From an optimization exercise on the open Yosys and OpenROAD flow, aimed at small area; shortcuts taken in it are not production practice. Function was checked by simulation only, so behaviour that the tests miss may differ from the original. No activity file was given, so power comes from the tool's default toggle rates.

`flow/config.mk`:
```
export PLATFORM = sky130hd
export DESIGN_NAME = RV32I_Core
export DESIGN_NICKNAME = RV32I_Core
export VERILOG_FILES = /design/flow/design.v
export SDC_FILE = /design/flow/constraint.sdc
export NUM_CORES = 4
export LEC_CHECK = 0
export CAP_MARGIN = 20
export CORE_MARGIN = 2
export CORE_UTILIZATION = 40
export SLEW_MARGIN = 20
```
`flow/constraint.sdc`:
```
create_clock -name core_clock -period 11.0 [get_ports {clk}]
set_input_delay 2.2000 -clock core_clock [delete_from_list [all_inputs] [get_ports {clk}]]
set_output_delay 2.2000 -clock core_clock [all_outputs]
set_load 0.01 [all_outputs]
```
`flow/design.v`:
```
`timescale 1ns / 1ps
module ControlUnit (
    input  logic [31:0] instrCode,
    output logic        regFileWe,
    output logic [ 3:0] aluControl,
    output logic        aluSrcMuxSel,
    output logic        dataWe,
    output logic  [2:0]   RFWDSrcMuxSel,
    output logic        branch,
    output logic        jal,
    output logic        jalr
);
    wire [6:0] opcode = instrCode[6:0];
    wire [3:0] operators = {
        instrCode[30], instrCode[14:12]
    };   
    logic [8:0] signals;
    assign {regFileWe, aluSrcMuxSel, dataWe, RFWDSrcMuxSel, branch, jal,jalr} = signals;
    always_comb begin
        signals = 9'b0;
        case (opcode)
            7'b0110011: signals =  9'b1_0_0_000_0_0_0;
            7'b0100011: signals =  9'b0_1_1_000_0_0_0;
            7'b0000011: signals =  9'b1_1_0_001_0_0_0;
            7'b0010011: signals =  9'b1_1_0_000_0_0_0;
            7'b1100011: signals =  9'b0_0_0_000_1_0_0;
            7'b0110111:signals =  9'b1_0_0_010_0_0_0;
            7'b0010111:signals =  9'b1_0_0_011_0_0_0;
            7'b1101111: signals =  9'b1_0_0_100_0_1_0;
            7'b1100111:signals =  9'b1_0_0_100_0_1_1;
        endcase
    end
    always_comb begin
        aluControl = 4'bx;
        case (opcode)
            7'b0110011: aluControl = operators;   
            7'b0100011: aluControl = 4'b0000;
            7'b0000011: aluControl = 4'b0000;
            7'b0010011: begin
                if (operators == 4'b1101)
                    aluControl = operators;   
                else aluControl = {1'b0, operators[2:0]};   
            end
            7'b1100111: aluControl = 4'b0000;   
            default: aluControl = operators;
        endcase
    end
endmodule
`timescale 1ns / 1ps
module DataPath (
    input  logic        clk,
    input  logic        reset,
    input  logic        regFileWe,
    input  logic [ 3:0] aluControl,
    input  logic        aluSrcMuxSel,
    input  logic [2:0]  RFWDSrcMuxSel,
    input  logic        branch,
    input  logic        jal,
    input  logic        jalr,
    output logic [31:0] instrMemAddr,
    input  logic [31:0] instrCode,
    output logic [31:0] dataAddr,
    output logic [31:0] dataWData,
    input  logic [31:0] dataRData
);
    logic [31:0] aluResult, RFData1, RFData2;
    logic [31:0] PCSrcData, PCOutData, PC_Imm_Adder_SrcMuxOut;
    logic [31:0] immExt, aluSrcMuxOut, RFWDSrcMuxOut;
    logic btaken, PCSrcMuxSel;
    logic [31:0] PC_Imm_AdderResults, PC_4_AdderResult, PCSrcMuxOut;
    assign instrMemAddr = PCOutData;
    assign dataAddr     = aluResult;
    assign dataWData    = RFData2;
    assign PCSrcMuxSel = jal | (btaken & branch);
    RegisterFile U_RegFile (
        .clk(clk),
        .we(regFileWe),
        .RAddr1(instrCode[19:15]),
        .RAddr2(instrCode[24:20]),
        .WAddr(instrCode[11:7]),
        .WData(RFWDSrcMuxOut),
        .RData1(RFData1),
        .RData2(RFData2)
    );
    mux_2x1 U_ALUSrcMux (
        .sel(aluSrcMuxSel),
        .x0 (RFData2),
        .x1 (immExt),
        .y  (aluSrcMuxOut)
    );
    mux_5x1 U_RFWDSrcMux (
        .sel(RFWDSrcMuxSel),
        .x0 (aluResult),
        .x1 (dataRData),
        .x2(immExt),
        .x3(PC_Imm_AdderResults),
        .x4(PC_4_AdderResult),
        .y  (RFWDSrcMuxOut)
    );
    alu U_ALU (
        .aluControl(aluControl),
        .a(RFData1),
        .b(aluSrcMuxOut),
        .btaken(btaken),
        .result(aluResult)
    );
    extend U_ImmExtend (
        .instrCode(instrCode),
        .immExt(immExt)
    );
    mux_2x1 U_PC_Imm_Adder_SrcMux (
        .sel(jalr),
        .x0 (PCOutData),
        .x1 (RFData1),
        .y  (PC_Imm_Adder_SrcMuxOut)
    );
    adder U_PC_Imm_Adder (
        .a(immExt),
        .b(PC_Imm_Adder_SrcMuxOut),
        .y(PC_Imm_AdderResults)
    );
    adder U_PC_4_Adder (
        .a(32'd4),
        .b(PCOutData),
        .y(PC_4_AdderResult)
    );
    mux_2x1 U_PCSrcMux (
        .sel(PCSrcMuxSel),
        .x0 (PC_4_AdderResult),
        .x1 ({PC_Imm_AdderResults[31:1], PC_Imm_AdderResults[0] & ~jalr}),
        .y  (PCSrcMuxOut)
    );
    register U_PC (
        .clk(clk),
        .reset(reset),
        .d(PCSrcMuxOut),
        .q(PCOutData)
    );
endmodule
module alu (
    input  logic [ 3:0] aluControl,
    input  logic [31:0] a,
    input  logic [31:0] b,
    output logic        btaken,
    output logic [31:0] result
);
    always_comb begin
        case (aluControl)
            4'b0000:    result = a + b;
            4'b1000:    result = a - b;
            4'b0001:    result = a << b[4:0];
            4'b0101:    result = a >> b[4:0];
            4'b1101:    result = $signed(a) >>> b[4:0];
            4'b0010:    result = ($signed(a) < $signed(b)) ? 1 : 0;
            4'b0011:   result = (a < b) ? 1 : 0;
            4'b0100:    result = a ^ b;
            4'b0110:     result = a | b;
            4'b0111:    result = a & b;
            default: result = 32'bx;
        endcase
    end
    always_comb begin : branch_processor
        btaken = 1'b0;
        case (aluControl[2:0])
            3'b000:    btaken = (a == b);
            3'b001:    btaken = (a != b);
            3'b100:    btaken = ($signed(a) < $signed(b));
            3'b101:    btaken = ($signed(a) >= $signed(b));
            3'b110:   btaken = (a < b);
            3'b111:   btaken = (a >= b);
            default: btaken = 1'b0;
        endcase
    end
endmodule
module register (
    input  logic        clk,
    input  logic        reset,
    input  logic [31:0] d,
    output logic [31:0] q
);
    always_ff @(posedge clk, posedge reset) begin
        if (reset) q <= 0;
        else q <= d;
    end
endmodule
module adder (
    input  logic [31:0] a,
    input  logic [31:0] b,
    output logic [31:0] y
);
    assign y = a + b;
endmodule
module RegisterFile (
    input  logic        clk,
    input  logic        we,
    input  logic [ 4:0] RAddr1,
    input  logic [ 4:0] RAddr2,
    input  logic [ 4:0] WAddr,
    input  logic [31:0] WData,
    output logic [31:0] RData1,
    output logic [31:0] RData2
);
    logic [31:0] RegFile[0:2**5-1];
    always_ff @(posedge clk) begin
        if (we) RegFile[WAddr] <= WData;
    end
    assign RData1 = (RAddr1 != 0) ? RegFile[RAddr1] : 32'b0;
    assign RData2 = (RAddr2 != 0) ? RegFile[RAddr2] : 32'b0;
endmodule
module mux_2x1 (
    input  logic        sel,
    input  logic [31:0] x0,
    input  logic [31:0] x1,
    output logic [31:0] y
);
    always_comb begin
        case (sel)
            1'b0:    y = x0;
            1'b1:    y = x1;
            default: y = 32'bx;
        endcase
    end
endmodule
module extend (
    input  logic [31:0] instrCode,
    output logic [31:0] immExt
);
    wire [6:0] opcode = instrCode[6:0];
    wire [2:0] func3 = instrCode[14:12];
    always_comb begin
        immExt = 32'bx;
        case (opcode)
            7'b0110011: immExt = 32'bx;
            7'b0000011: immExt = {{20{instrCode[31]}}, instrCode[31:20]};
            7'b0100011:
            immExt = {{20{instrCode[31]}}, instrCode[31:25], instrCode[11:7]};
            7'b0010011: begin
                case (func3)
                    3'b001:  immExt = {27'b0, instrCode[24:20]};
                    3'b101:  immExt = {27'b0, instrCode[24:20]};
                    default: immExt = {{20{instrCode[31]}}, instrCode[31:20]};
                endcase
            end
            7'b1100011:
            immExt = {
                {20{instrCode[31]}},
                instrCode[7],
                instrCode[30:25],
                instrCode[11:8],
                1'b0
            };
            7'b0110111: immExt ={instrCode[31:12], 12'b0};
            7'b0010111: immExt ={instrCode[31:12], 12'b0};
            7'b1101111:  
                immExt = {
                {12{instrCode[31]}},
                instrCode[19:12],
                instrCode[20],
                instrCode[30:21],
                1'b0
            };
            7'b1100111: immExt = {{20{instrCode[31]}}, instrCode[31:20]};
            default: immExt = 32'bx;
        endcase
    end
endmodule
module mux_5x1 (
    input logic [2:0] sel,
    input logic [31:0] x0,
    input logic [31:0] x1,
    input logic [31:0] x2,
    input logic [31:0] x3,
    input logic [31:0] x4,
    output logic [31:0] y
);
    always_comb begin 
        y = 32'bx;
        case (sel)
            3'd0: y = x0;
            3'd1: y = x1;
            3'd2: y = x2;
            3'd3: y = x3;
            3'd4: y = x4; 
            default: y =32'bx; 
        endcase
    end
endmodule
`timescale 1ns / 1ps
module RV32I_Core (
    input  logic        clk,
    input  logic        reset,
    input  logic [31:0] instrCode,
    output logic [31:0] instrMemAddr,
    output logic        dataWe,
    output logic [31:0] dataAddr,
    output logic [31:0] dataWData,
    input  logic [31:0] dataRData
);
    logic       regFileWe; 
    logic [3:0] aluControl;
    logic       aluSrcMuxSel;
    logic    [2:0]    RFWDSrcMuxSel;
    logic       branch;
    logic       jal;
    logic       jalr;
    ControlUnit U_ControlUnit (.*);
    DataPath U_DataPath (.*);
endmodule
```
`flow/run.sh`:
```
#!/bin/bash
# synth_recipe.tcl (not shown) runs the flow's synth.tcl, then flattens the netlist and writes it again
# the make line also repeats each setting of config.mk as NAME=value (left out here)
make -C /OpenROAD-flow-scripts/flow DESIGN_CONFIG=/design/flow/config.mk WORK_HOME=/design/flow/orfs CLKGATE_MAP_FILE= SYNTH_SCRIPT=/design/flow/synth_recipe.tcl finish
```
==> notes.md <==
flip-flops by register name, indices dropped and copies added, names as in the netlist:
signal	flops
U_DataPath.U_PC.q	32
U_DataPath.U_RegFile.RegFile	1024
logic make-up after synthesis:
family | Yosys count
DFF | 1056
and+or+nand+nor | 973
muxes | 770
xor gates and xnor gates | 68
buffers and inverters | 467
adders and majority gates | 132
AOI/OAI and AO/OA | 1122
metrics by stage:
step	setup slack [ns]	utilization	setup TNS (ns)	hold WS, ns	cells
finish	0.1208	0.4680	0	0.6905	7027
global route	-0.00006750	0.4679	-0.00006750	0.6853	7023
CTS	0.05250	0.4674	0	0.6601	7022
detailed placement	0.08842	0.4421	0	0.6517	6819
global placement	0.1537	0.4421	0	0.6280	6818
floorplan	0.9163	-	0	0.5746	4588
worst register-to-register path, stage by stage (launching register included):
cell and delay [ns]:
edfxtp_1 0.42, mux4_1 0.51, mux4_2 0.50, a211o_1 0.40
buf_4 0.22, inv_1 0.16, ha_1 0.24, fa_1 0.26
nand3b_1 0.15, a21oi_1 0.09, o32ai_1 0.30, buf_4 0.19
o21ai_0 0.14, buf_4 0.17, or2_2 0.29, buf_4 0.15
a211oi_2 0.30, buf_4 0.20, mux2_2 0.35, a21oi_1 0.16
buf_4 0.20, a21o_1 0.75, buf_4 0.46, mux2_2 0.38
final timing paths:
path                                                     start                    end  slack [ns]  depth (start not counted)
setup / recovery                                  instrCode[6]           dataAddr[27]        0.12                         24
hold / removal                            U_DataPath.U_PC.q[0]   U_DataPath.U_PC.q[0]        0.69                          2
setup reg to reg           U_DataPath.U_RegFile.RegFile[21][0]  U_DataPath.U_PC.q[28]        3.90                         23
hold reg to reg                           U_DataPath.U_PC.q[0]   U_DataPath.U_PC.q[0]        0.69                          2
max in group asynchronous                                reset   U_DataPath.U_PC.q[4]        8.74                          3
min in group asynchronous                                reset  U_DataPath.U_PC.q[21]        1.85                          3
cells in the final DEF (no fill, tap or decap), types with 99 or more instances in the layout:
cell type	netlist	layout
a21oi_1	268	261
a22oi_1	102	102
buf_4	21	346
clkbuf_16	0	111
clkdlybuf4s50_1	0	152
edfxtp_1	1024	1024
ha_1	129	129
inv_1	120	118
mux2i_1	254	254
mux4_2	495	495
nand2_1	289	289
nand3_1	100	99
nor2_1	261	226
o21ai_0	176	172
where the power goes:
| group | switching [W] | leakage (nW) | internal (W) |
|---|---|---|---|
| combinational | 0.00238 | 13.6 | 0.00132 |
| clock | 0.00169 | 1.87 | 0.00234 |
| sequential | 0.000127 | 9.59 | 0.00484 |
| total | 0.00420 | 25.1 | 0.00850 |
layout make-up:
type	count	share of cell area
flip-flops and latches	1056	0.4371
multi-input cells	3065	0.4019
repair buffers	529	0.06489
clock buffers	118	0.03856
well taps	2044	0.03543
clock inverters	85	0.01531
inverters	126	0.006588
diodes	4	0.0001387
routing by layer:
metal / wire length (um) / global-route usage
met1: 96500 / 0.4237
met3: 27380 / 0.06153
met2: 116600 / 0.4960
met4: 17030 / 0.1753
met5: 75 / 0
==> metrics list <==
- Nets in the synthesized netlist: 4786
- Static Leak: 25.08 nW
- Yosys attributes the largest share of cell area to edfxtp_1 49%, mux4_2 18%, mux2i_1 4.1%.
- In the final layout, the share of cells above drive strength 1 is 0.2408.
* Crit-path max cell delay: 0.53 ns
- Final weighted congestion in routability-driven placement: 1.052
- Drt drc: 0
* Setup clock skew after layout: 0.07988 ns
- Multi-input gate area: 0.02901 mm2
- The via count of the first global-routing pass is 45710.
- Count of routing violations after the opening detailed-route iteration: 7009
- Max-cap violation count: 0
- Final count of pins violating max slew: 0
- Post-route ant nets: 0
* Critical path fanouts, max: 8
- Multiplexer share of the synthesized area: 0.2255
* Total routed wirelength: 257600 um
- Compound-Gate Fraction of Synth Area: 0.1226
- Post-CTS repair changed the size of 0 cells.
- Synth warn: 7
* Fraction of the yosys area taken by sequential cells: 0.5075
- In the post-synthesis netlist, the cell with the most instances is edfxtp_1.
* Syn Inst Count: 4588
- Maximum number of pins on one net before global-route repair: 77
- Data arrives at the worst endpoint at 8.68 ns.
- Summed over all instances, the cell type with the most area after synthesis is edfxtp_1.
* Cells along the critical path: clkdlybuf4s50_1 -> buf_4 -> nor2_1 -> o21ai_0 -> and3_1 -> a31o_2 -> or3_1 -> and2_1 -> nand2_1 -> a21boi_0 -> inv_1 -> ha_1 -> or3_1 -> o21ai_0 -> a21oi_1 -> or3_1 -> a31oi_2 -> o31a_1 -> o31ai_1 -> o21a_1 -> o21ai_0 -> buf_4 -> or2_1 -> clkdlybuf4s50_1
- The number of hold violations in the final report was 0.
* Overall power after layout: 0.01270 W
- Max_slew headroom: 0.1692
- At the end of the flow, the number of nets in the layout was 5086.
* Most instantiated cells after synthesis: 1024 x edfxtp_1, 495 x mux4_2, 289 x nand2_1
* Clock tree sinks: 1056
* Fill cell total of the finished layout: 13570
- Instance area after placement: 0.06819 mm2
* Buf+Inv Stages, Crit Path: 5
- In this run, synthesis produced a sequential element count of 1056.
- TritonCTS built the clock tree.
- Total routing resource utilization after global routing: 0.3196
- Clock tree synthesis inserted a total of 110 buffers.
* Depth of the CTS H-tree: 3
- Setup violations remaining at the end of the flow were counted as 0.
- The HPWL after detailed placement is 176000 um.
- The number of antenna violations at the first check in global routing came to 13.
* Type of the worst setup path: input port to output port
* Area share of xor/xnor cells in the synthesized design: 0.009581
- For the worst setup path, the data required time is 8.80 ns.
- Area of the die: 0.1586 mm2
- The cell family contributing the most delay on the critical path is compound AO/OA/AOI/OAI gates.
* Clock slew at reported path FFs: 0.07 ns
- In the routed layout, each cell is associated on average with a via count of 6.740.
* Via count: 47360
- GRT overflow: 0
- After clock tree synthesis, the setup repair step added 0 buffers.
- Number of enable-type register cells in the synthesized netlist: 1024
- Of all flip-flops after synthesis, the portion carrying an async set or reset was 0.03030.
- The netlist uses 102 different library cells.
- Of the total synthesized cell area, the portion taken by full adders, half adders and majority gates is 0.02693.
- Fin crit period: 10.88 ns
- Placeable core region: 0.1542 mm2
* Global-route wire length before repair: 356400 um
- For this configuration, the core starts out at a cell density of 0.4031.
- Derived from the worst setup path, the maximum achievable clock frequency is 0.09192 GHz.
- Slowest cell on the critical path: clkdlybuf4s50_1
- The share of synthesized area in the top cell type comes to 0.4947.
- Clk Tree Root Cell: clkbuf_16
* PwrDens: 176.0 mW/mm2
* Final period utilization: 0.9890
- The die is 398.2 um tall.
- Area fraction in and, or, nand and nor cells after synthesis: 0.07425
- Worst hold path class: register to register
* Clk Latency, worst-skew pair: 0.78 ns
* Critical Path Sink Type: output port
* Avg WL per Cell: 36.66 um
- The worst setup path is launched from an input port.
- After synthesis, the largest family of logic cells by area is multiplexers.
- Number of buffers on the longest clock path: 3
* Transition time at the pin with the least slew margin: 1.212 ns
- Most used flip-flop cell after synthesis: edfxtp_1
- Across the VDD grid, the largest voltage drop is 0.1683 mV.
* Cts hold-fix bufs: 0
* Final design area excluding fillers: 0.07217 mm2
- The flow ran to the end and the layout has no timing, DRC or antenna violations.
* IO Count: 163
* Register area: 0.03155 mm2
- Drt first pass iters: 6
- In this run the core area contains 144 standard-cell rows.
- Die Span X: 398.2 um
- In this run the tool buffered the top-level ports with 162 buffer cells.
- From synthesis to final layout, the design area changed by 16.10%.
- After synthesis, the mean cell area works out to 13.55 um2.
* Area of the mapped netlist: 0.06216 mm2

-- separate check: timing with driven ports --
No port has a modelled driver above. Below, the same layout with a new extraction and two added sets of constraints.
Step 1 sets driving cells, clkbuf_16 on the clock port and buf_2 on the other inputs (assumed; they add their load-dependent delay and slew).
Step 2 times the ports against the registers' clock, not the clock port: input delays grow and output delays shrink by t, the midpoint of the rising clock arrivals with the driver on.
Slacks: ideal ports / drivers / drivers and shift; pairs: ideal ports / drivers.
shift t [ns]: 0.809
setup WS [ns]: 0.121 / 0.090 / 0.090
hold WS [ns]: 0.690 / 0.690 / 0.690
worst setup path at the end: input to output
clock arrival spread, ns: 0.080 / 0.080
After both steps setup and hold are still met in this run. For this run, drivers alone change the setup slack by -0.031 ns; drivers and shift together by -0.031 ns.
